This is an optimization exercise on Yosys and OpenROAD, whose aim is small area, not a production implementation.
Only simulation tests tie the RTL to the original design; equivalence was not proved.
No driver is modelled on the clock port, so clocking that relies on it looks cheaper here than on a real chip.
No activity file was given, so power comes from the tool's default toggle rates.

==> branch amber <==
==> flow/design.v <==
module walker
  (
   input  logic clk_i,
   input  logic resetn_i,
   input  logic va_vld_i,
   input  logic vld3_i,
   input  logic stall_i,
   input  logic ch_fault_i,
   input  logic l1_pa_vld_i,
   output logic va_rdy_o,
   output logic rdy_reg_o,
   output logic cfr_o
   );
   logic rdy_reg;
   logic cfr;
   assign va_rdy_o  = rdy_reg || (vld3_i && !stall_i);
   assign rdy_reg_o = rdy_reg;
   assign cfr_o     = cfr;
   always_ff @(posedge clk_i)
   begin
      if (!resetn_i)
      begin
         rdy_reg <= 1'b1;
         cfr     <= 1'b0;
      end
      else
      begin
         rdy_reg <= !va_vld_i && va_rdy_o;
         if (vld3_i)
           cfr <= ch_fault_i && !cfr;
         else if (cfr && l1_pa_vld_i && !stall_i)
           cfr <= 1'b0;
      end
   end
endmodule
module PWU
  (
   input  logic        clk_i,
   input  logic        resetn_i,
   input  logic [31:0] va_i,
   input  logic        va_vld_i,
   output logic        va_rdy_o,
   output logic [27:0] pa_o,
   output logic        pa_vld_o,
   output logic        pa_fault_o,
   input  logic        pa_rdy_i,
   output logic [31:0] pw_c_va_o,
   output logic        pw_c_vld_o,
   input  logic [15:0] pw_c_pa_i,
   output logic [27:0] l1_va_o,
   output logic        l1_cancel_o,
   output logic        l1_va_vld_o,
   input  logic [31:0] l1_pa_i,
   input  logic        l1_pa_vld_i,
   output logic [27:0] ch_va_o,
   output logic        ch_va_vld_o,
   input  logic        ch_fault_i
   );
   logic [1:0]      walk_sel_reg;   
   logic [3:0]      inc_reg;        
   logic [1:0]      sel3_reg;       
   logic [3:0]      act_reg;        
   logic [1:0]      ph0_reg;        
   logic [31:0]     va0_reg;    
   logic [27:0]     va1_reg;    
   logic [27:0]     va2_reg;    
   logic [15:0]     va3_reg;    
   logic [15:0]     pwc_reg;    
   localparam logic [1:0] GRAY0 = 2'b00;
   localparam logic [1:0] GRAY3 = 2'b10;
   logic [3:0]      va_vld_s;
   logic [3:0]      vld3_s;
   logic [3:0]      va_rdy_s;
   logic [3:0]      rdy_reg_s;
   logic [3:0]      cfr_s;
   logic            any_vld3_s;
   logic            stall_s;
   logic            cfr3_s;
   logic            act0_s;
   assign vld3_s[0] = !rdy_reg_s[0] && ph0_reg == GRAY3;
   for (genvar i = 1; i < 4; i++)
     assign vld3_s[i] = act_reg[3] && sel3_reg == 2'(i ^ (i >> 1));
   assign any_vld3_s = act_reg[3] || vld3_s[0];
   assign stall_s    = (any_vld3_s && !ch_fault_i && !l1_pa_vld_i) || (pa_vld_o && !pa_rdy_i);
   assign va_rdy_o   = va_rdy_s != 0;
   assign va_vld_s[0] = 1'b1;
   for (genvar i = 1; i < 4; i++)
     assign va_vld_s[i] = walk_sel_reg == 2'(i ^ (i >> 1));
   for (genvar i = 0; i < 4; i++)
   begin : g_walker
      walker walker_inst
        (
         .clk_i       (clk_i),
         .resetn_i    (resetn_i),
         .va_vld_i    (va_vld_s[i]),
         .vld3_i      (vld3_s[i]),
         .stall_i     (stall_s),
         .ch_fault_i  (ch_fault_i),
         .l1_pa_vld_i (l1_pa_vld_i),
         .va_rdy_o    (va_rdy_s[i]),
         .rdy_reg_o   (rdy_reg_s[i]),
         .cfr_o       (cfr_s[i])
         );
   end
   always_comb
   begin
      cfr3_s = cfr_s[0];
      act0_s = rdy_reg_s[0] || vld3_s[0];
      for (int i = 1; i < 4; i++)
      begin
         if (sel3_reg == 2'(i ^ (i >> 1)))
           cfr3_s = cfr_s[i];
         if (walk_sel_reg == 2'(i ^ (i >> 1)))
           act0_s = rdy_reg_s[i] || vld3_s[i];
      end
   end
   always_ff @(posedge clk_i)
   begin
      if (!resetn_i)
      begin
         walk_sel_reg <= GRAY0;
         sel3_reg     <= GRAY0;
         inc_reg      <= 4'h0;
         act_reg      <= 4'h0;
         ph0_reg      <= GRAY3;
      end
      else if (!stall_s)
      begin
         if (va_rdy_o && va_vld_i)
           walk_sel_reg <= {walk_sel_reg[0], !walk_sel_reg[1]};
         act_reg <= {act_reg[2:0], act0_s};
         inc_reg <= {inc_reg[2:0], va_rdy_o && va_vld_i};
         if (inc_reg[3])
           sel3_reg <= {sel3_reg[0], !sel3_reg[1]};
         ph0_reg <= {ph0_reg[0], !ph0_reg[1]};
      end
   end
   always_ff @(posedge clk_i)
   begin
      if (!stall_s)
      begin
         va0_reg <= va_i;
         va1_reg <= {va0_reg[31:16], va0_reg[11:0]};
         va2_reg <= va1_reg;
         va3_reg <= va2_reg[27:12];
         pwc_reg <= pw_c_pa_i;
      end
   end
   assign pw_c_va_o   = va0_reg;
   assign pw_c_vld_o  = act_reg[0];
   assign l1_va_o     = {pwc_reg, va2_reg[11:0]};
   assign ch_va_o     = {pwc_reg, va2_reg[11:0]};
   assign l1_va_vld_o = act_reg[2] && !stall_s;
   assign ch_va_vld_o = act_reg[2] && !stall_s;
   assign l1_cancel_o = ch_fault_i && !cfr3_s && act_reg[3];
   always_ff @(posedge clk_i)
   begin
      if (!resetn_i)
        pa_vld_o <= 1'b0;
      else if (pa_rdy_i || !pa_vld_o)
        pa_vld_o <= (l1_pa_vld_i || cfr3_s) && act_reg[3];
   end
   always_ff @(posedge clk_i)
   begin
      if (pa_rdy_i || !pa_vld_o)
      begin
         pa_o       <= {va3_reg, l1_pa_i[11:0]};
         pa_fault_o <= cfr3_s || l1_pa_i[31:12] != 0;
      end
   end
endmodule
==> flow/flow/run.sh <==
#!/bin/bash
# Standard ORFS layout (the standard.sh, standard synthesis unchanged), except:
# - the port buffers that global placement puts on every input and output use the
#   smallest buffer cell;
# - the clock tree is built from clkbuf_4 cells under a clkbuf_16 root, without dummy
#   loads, and leaf buffers that drive many flip-flops are then upsized to clkbuf_8.
set -euo pipefail
export BUFFER_PORTS_ARGS="-buffer_cell sky130_fd_sc_hd__buf_1"
export CTS_ARGS="-sink_clustering_enable -repair_clock_nets -root_buf sky130_fd_sc_hd__clkbuf_16 -buf_list sky130_fd_sc_hd__clkbuf_4 -dont_use_dummy_load"
export POST_CTS_TCL="$PWD/flow/post_cts.tcl"
bash standard.sh finish > standard_flow.log 2>&1
==> flow/flow/post_cts.tcl <==
set block [ord::get_db_block]
set changed 0
foreach inst [$block getInsts] {
  if {[[$inst getMaster] getName] ne "sky130_fd_sc_hd__clkbuf_4"} { continue }
  set net [[$inst findITerm X] getNet]
  if {$net eq "NULL"} { continue }
  set n [expr {[llength [$net getITerms]] - 1}]
  if {$n >= 13} {
    replace_cell [$inst getName] sky130_fd_sc_hd__clkbuf_8
    incr changed
  }
}
puts "post_cts: upsized $changed clock buffers"
if {$changed > 0} {
  detailed_placement
  check_placement -verbose
}
==> flow/standard.sh <==
#!/bin/bash
# synth_recipe.tcl (not shown) runs the flow's synth.tcl, then flattens the netlist and writes it again
# the make line also repeats each setting of config.mk as NAME=value (left out here)
make -C /OpenROAD-flow-scripts/flow DESIGN_CONFIG=/design/flow/config.mk WORK_HOME=/design/flow/orfs CLKGATE_MAP_FILE= SYNTH_SCRIPT=/design/flow/synth_recipe.tcl "${@:-finish}"
==> flow/config.mk <==
export PLATFORM = sky130hd
export DESIGN_NAME = PWU
export DESIGN_NICKNAME = PWU
export VERILOG_FILES = /design/flow/design.v
export SDC_FILE = /design/flow/constraint.sdc
export NUM_CORES = 4
export LEC_CHECK = 0
export CAP_MARGIN = 20
export CORE_MARGIN = 2
export CORE_UTILIZATION = 55
export PLACE_DENSITY = 0.7
export SLEW_MARGIN = 20
==> flow/constraint.sdc <==
create_clock -name core_clock -period 4.0 [get_ports {clk_i}]
set_input_delay 0.8000 -clock core_clock [delete_from_list [all_inputs] [get_ports {clk_i}]]
set_output_delay 0.8000 -clock core_clock [all_outputs]
set_load 0.01 [all_outputs]
==> branch juniper (differences from branch amber) <==
==> flow/run.sh (new file) <==
#!/bin/bash
# synth_recipe.tcl (not shown) runs the flow's synth.tcl, then flattens the netlist and writes it again
# the make line also repeats each setting of config.mk as NAME=value (left out here)
make -C /OpenROAD-flow-scripts/flow DESIGN_CONFIG=/design/flow/config.mk WORK_HOME=/design/flow/orfs CLKGATE_MAP_FILE= SYNTH_SCRIPT=/design/flow/synth_recipe.tcl finish
--- a/flow/config.mk
+++ b/flow/config.mk
@@ -8,5 +8,5 @@
 export CAP_MARGIN = 20
 export CORE_MARGIN = 2
-export CORE_UTILIZATION = 55
-export PLACE_DENSITY = 0.7
+export CORE_UTILIZATION = 40
+export CTS_BUF_LIST = sky130_fd_sc_hd__clkbuf_8
 export SLEW_MARGIN = 20
removed: flow/flow/run.sh
removed: flow/flow/post_cts.tcl
removed: flow/standard.sh
==> branch pepper (differences from branch amber) <==
==> flow/flow/run.sh (replaced) <==
#!/bin/bash
# Standard ORFS layout (the standard.sh, standard synthesis unchanged), except:
# - the port buffers that global placement puts on every input and output use the
#   smallest buffer cell;
# - the clock tree is built from clkbuf_4 cells under a clkbuf_8 root, without dummy
#   loads, and leaf buffers that drive many flip-flops are then upsized to clkbuf_8.
set -euo pipefail
export BUFFER_PORTS_ARGS="-buffer_cell sky130_fd_sc_hd__buf_1"
export CTS_ARGS="-sink_clustering_enable -repair_clock_nets -root_buf sky130_fd_sc_hd__clkbuf_8 -buf_list sky130_fd_sc_hd__clkbuf_4 -dont_use_dummy_load -sink_clustering_size 10 -sink_clustering_max_diameter 60 -sink_clustering_levels 1 -balance_levels"
export POST_CTS_TCL="$PWD/flow/post_cts.tcl"
bash standard.sh finish > standard_flow.log 2>&1
--- a/flow/flow/post_cts.tcl
+++ b/flow/flow/post_cts.tcl
@@ -6,5 +6,5 @@
   if {$net eq "NULL"} { continue }
   set n [expr {[llength [$net getITerms]] - 1}]
-  if {$n >= 13} {
+  if {$n >= 12} {
     replace_cell [$inst getName] sky130_fd_sc_hd__clkbuf_8
     incr changed
--- a/flow/config.mk
+++ b/flow/config.mk
@@ -8,5 +8,4 @@
 export CAP_MARGIN = 20
 export CORE_MARGIN = 2
-export CORE_UTILIZATION = 55
-export PLACE_DENSITY = 0.7
+export CORE_UTILIZATION = 40
 export SLEW_MARGIN = 20
==> comparison <==
Branch pepper completed with no timing, DRC or antenna violations. Branch juniper completed with no timing, DRC or antenna violations. Branch amber passed the timing, DRC and antenna checks.
In branch pepper the combinational power is smaller than in branch juniper, by about 45%.
The lowest routed wire length belongs to branch amber, the highest to branch juniper.
Of branch juniper and branch amber, branch juniper has the higher non-clock buffer count (gap 2).
Between branch pepper and branch amber, the lower global-route usage is in branch pepper (gap 4.2 points).
Sequential share of layout area: branch juniper is lower than branch amber (14 points).
Critical path depth is the same in branch pepper and branch amber.
In branch amber the clock power is smaller than in branch juniper, by 38%.

-- re-timing with driven ports --
No port has a modelled driver above. Below, the same layouts with a new extraction and two added sets of constraints.
Step 1 (the two cells are an assumption about what drives the block):
set clk [get_ports {clk_i}]
set_driving_cell -lib_cell sky130_fd_sc_hd__clkbuf_16 $clk
set_driving_cell -lib_cell sky130_fd_sc_hd__buf_2 [delete_from_list [all_inputs] $clk]
Step 2 also shifts input and output timing later by t, the mid clock arrival at the registers, as if the neighbouring blocks saw the same clock.
a / b / c = ideal ports / drivers / drivers and shift; a / b = the first two.
run | t, ns | slack for setup (ns) | worst data-port slew with drivers (ns)
branch amber | 0.382 | 1.073 / 1.050 / 1.050 | 0.04
branch juniper | 0.470 | 0.728 / 0.696 / 0.696 | 0.06
branch pepper | 0.450 | 1.060 / 1.033 / 1.033 | 0.04
After both steps every run listed still meets setup and hold. For branch juniper, which loses most, drivers alone change the setup slack by -0.032 ns; drivers and shift together by -0.032 ns.
